Context: an optimization exercise on an open-source flow, tuned for small area. The choices shown serve that exercise and are no tape-out recipe.
Only simulation tests tie the RTL to the original design; equivalence was not proved.
No driver is modelled on the clock port, so clock power and skew are understated where the tree is cut down; a real chip needs a root buffer or a tree.
No activity file was given, so power comes from the tool's default toggle rates.

the previous run:
==> flow/design.v <==
module flight_top (
    input  logic        clk100mhz,
    input  logic        btnC,
    input  logic [15:0] sw,
    output logic [15:0] led
);
    logic rst;
    assign rst = btnC;
    logic [16:0] m;
    logic        fresh;    
    logic        upd;
    assign upd = m[16] & m[15] & m[10] & m[9] & m[7] & m[5];
    always_ff @(posedge clk100mhz) begin
        if (rst) m <= 17'd0;
        else     m <= (m + 17'd1) & ~({17{upd}} & 17'd100000);
        fresh <= rst | (fresh & ~upd);
    end
    logic [4:0] t;
    assign t = m[4:0];
    logic hz, p1, p2;
    assign hz = (m[16:7] == 10'd0);
    assign p1 = hz & ~m[6] &  m[5] & ~t[4];     
    assign p2 = hz &  m[6] & ~m[5];             
    logic lo8, lo16, t0, t31;
    assign lo8  = ~t[4] & ~t[3];
    assign lo16 = ~t[4];
    assign t0   = (t == 5'd0);
    assign t31  = (t == 5'd31);
    logic [7:0]  L, N, C, Il;
    logic [15:0] R, E, Ih;
    logic [12:0] P;
    logic [7:0]  V;
    logic L_t, N_t, C_t, Il_t, R_t, E_t, Ih_t, P_t;
    assign L_t  = L[7];
    assign N_t  = N[7];
    assign C_t  = C[7];
    assign Il_t = Il[7];
    assign R_t  = R[15];
    assign E_t  = E[15];
    assign Ih_t = Ih[15];
    assign P_t  = P[12];
    logic vsel, astr;
    assign vsel = V[t[2:0]];
    assign astr = t[3] ? vsel : L_t;
    logic cr_q, cr_in, r_x, r_s, r_c;
    assign cr_in = t0 ? 1'b0 : cr_q;
    assign r_x   = lo8 & (m[6] ? C_t : N_t);
    assign {r_c, r_s} = R_t + r_x + cr_in;
    logic nf_in, neg_o;
    assign neg_o = astr ^ nf_in;
    logic sg_q;
    logic g1, g3, g5, g7;
    assign g1 = (t[3:0] != 4'd0);
    assign g3 = t[3] | t[2] | (t[1] & t[0]);
    assign g5 = t[3] | (t[2] & (t[1] | t[0]));
    assign g7 = t[3] | (t[2] & t[1] & t[0]);
    logic x1, x2, x3, x4, x5;
    assign x1 = m[6] ? astr : (g7 & E[6]);
    assign x2 = m[6] ? R_t  : ~(g3 & E[2]);
    assign x3 = m[6] ? (lo8 ? Il_t : Ih_t) : ~(g5 & P[2]);
    assign x4 = m[6] ? (t[4] ? sg_q : E_t) : ~(g3 & P[0]);
    assign x5 = g1 & Ih[8];
    logic [3:0] k_q, k_in;
    assign k_in = t0 ? {1'b0, ~m[6], ~m[6], ~m[6]} : k_q;
    logic sa, ca, sb, cb, sc, cc, sd, cd;
    assign {ca, sa} = x1 + x2 + k_in[0];
    assign {cb, sb} = x3 + x4 + k_in[1];
    assign {cc, sc} = x5 + sa + k_in[2];
    assign {cd, sd} = sb + sc + k_in[3];
    assign nf_in = k_in[2];
    assign sg_q  = k_q[3];
    logic d_s, i_s;
    assign d_s = sa;
    assign i_s = sb;
    always_ff @(posedge clk100mhz) begin
        cr_q <= r_c;
        k_q[0] <= ca;
        k_q[1] <= cb;
        k_q[2] <= m[6] ? (nf_in | astr) : cc;
        k_q[3] <= m[6] ? (t[4] ? sg_q : E_t) : cd;
    end
    logic w_l, w_n1, w_n2, w_r, w_e, w_p, w_il, w_ih;
    assign w_l  = p2 & lo8;
    assign w_n1 = p1 & t[3];
    assign w_n2 = p2 & ~t[4] & t[3];
    assign w_r  = (p1 | p2) & lo16;
    assign w_e  = p2 & lo16;
    assign w_p  = p2 & (t < 5'd13);
    assign w_il = p2 & lo8;
    assign w_ih = p2 & (t[4] ^ t[3]);
    logic L_h, N_h, C_h, R_h, E_h, P_h, Il_h, Ih_h;
    assign L_h  = ~fresh & (w_l  ? d_s : L_t);
    assign N_h  = w_n1 ? sd : w_n2 ? d_s : N_t;      
    assign C_h  = ~fresh & (w_n2 ? N_t : C_t);
    assign R_h  = ~fresh & (w_r  ? r_s : R_t);
    assign E_h  = w_e  ? neg_o : E_t;                
    assign P_h  = ~fresh & (w_p  ? E_t : P_t);
    assign Il_h = ~fresh & (w_il ? i_s : Il_t);
    assign Ih_h = ~fresh & (w_ih ? i_s : Ih_t);
    always_ff @(posedge clk100mhz) begin
        L  <= {L[6:0], L_h};
        C  <= {C[6:0], C_h};
        R  <= {R[14:0], R_h};
        E  <= {E[14:0], E_h};
        P  <= {P[11:0], P_h};
        Il <= {Il[6:0], Il_h};
        Ih <= {Ih[14:0], Ih_h};
        if (upd)
            N <= {sw[1], sw[2], sw[3], sw[4], sw[5], sw[6], sw[7], sw[0]};
        else
            N <= {N[6:0], N_h};
        if (rst)      V <= 8'd0;
        else if (upd) V <= {N[0], N[1], N[2], N[3], N[4], N[5], N[6], N[7]};
    end
    assign led = {8'd0, V};
endmodule
clock: 10.0 ns
lec_check: 0
abc_area: 1
cap_margin: 20
core_margin: 2
core_utilization: 75
place_density: 0.85
slew_margin: 20
standard.sh (not shown) runs the stock make flow with config.mk's settings and CLKGATE_MAP_FILE= SYNTH_SCRIPT=/design/flow/synth_recipe.tcl, a recipe that flattens the netlist after the stock synthesis.
==> flow/flow/run.sh <==
#!/bin/bash
# Standard layout with: small port buffers, one shared tie cell, logic
# re-mapped for area (restructure) with gates
# at their smallest drive strength, and a hand-made clock tree (the clock
# port drives four clkbuf_16, each feeding one cluster of flip-flops).
set -euo pipefail
F="$PWD/flow"
bash standard.sh finish \
  SKIP_REPAIR_TIE_FANOUT=1 \
  POST_FLOORPLAN_TCL="$F/restructure.tcl" \
  BUFFER_PORTS_ARGS="-buffer_cell sky130_fd_sc_hd__buf_1" \
  PRE_CTS_TCL="$F/mtree.tcl" \
  POST_CTS_TCL="$F/mpost.tcl" \
  CTS_ARGS="-clk_nets clk100mhz -sink_clustering_enable -repair_clock_nets -dont_use_dummy_load -buf_list sky130_fd_sc_hd__clkbuf_4" \
  > make.log 2>&1
Other scripts of this flow, unchanged in this note and not shown: flow/flow/downsize.tcl, flow/flow/mpost.tcl, flow/flow/mtree.tcl, flow/flow/restructure.tcl
The flow did not stop early for the previous run: all stages ran, and the layout cleared the timing, DRC and antenna checks.
Relative to the previous run, the following input files were edited for the current run:
# the previous run
export LEC_CHECK = 0
export ABC_AREA = 1
export CAP_MARGIN = 20
export CORE_MARGIN = 2
export CORE_UTILIZATION = 75
export PLACE_DENSITY = 0.85
export SLEW_MARGIN = 20
create_clock -name core_clock -period 10.0 [get_ports {clk100mhz}]
# the current run
export LEC_CHECK = 0
export CAP_MARGIN = 20
export CORE_MARGIN = 2
export CORE_UTILIZATION = 75
export PLACE_DENSITY = 0.85
export SLEW_MARGIN = 20
create_clock -name core_clock -period 10.0 [get_ports {clk100mhz}]
==> run notes <==
- Transition time of the tightest slew-check pin for the current run is higher than for the previous run.
- Between the previous run and the current run, power in sequential cells is higher for the current run, the previous run comes in under that.
- [compare] base=the previous run new=the current run: post-route fraction of the period consumed by the critical path lower; final worst slack higher; vertical die dimension lower; routed via count divided by cell count higher; via count of the first global-routing pass lower.
- When the current run is measured against the previous run, its DRC marker count from the first detailed-route iteration turns out about 26% higher.
- The current run: simple-gate area share of the yosys netlist 4.2 points below the previous run
In every run of this note, the design's own scripts or RTL, not TritonCTS, make the clock network.

## separate check: timing with driven ports
Ports are ideal in the flow. The routed layouts listed here were re-timed in OpenROAD. Step 1 (the two cells are an assumption about what drives the block):
set clk [get_ports {clk100mhz}]
set_driving_cell -lib_cell sky130_fd_sc_hd__clkbuf_16 $clk
set_driving_cell -lib_cell sky130_fd_sc_hd__buf_2 [delete_from_list [all_inputs] $clk]
Step 2 also shifts input and output timing later by t, the mid clock arrival at the registers, as if the neighbouring blocks saw the same clock. a / b / c = ideal ports / drivers / drivers and shift; a / b = the first two.
| run | t, ns | setup slack, ns | worst setup path at the end |
|---|---|---|---|
| the previous run | 0.240 | 6.290 / 6.290 / 6.290 | register to register |
| the current run | 0.239 | 6.316 / 6.316 / 6.316 | register to register |
After both steps every run listed still meets setup and hold.
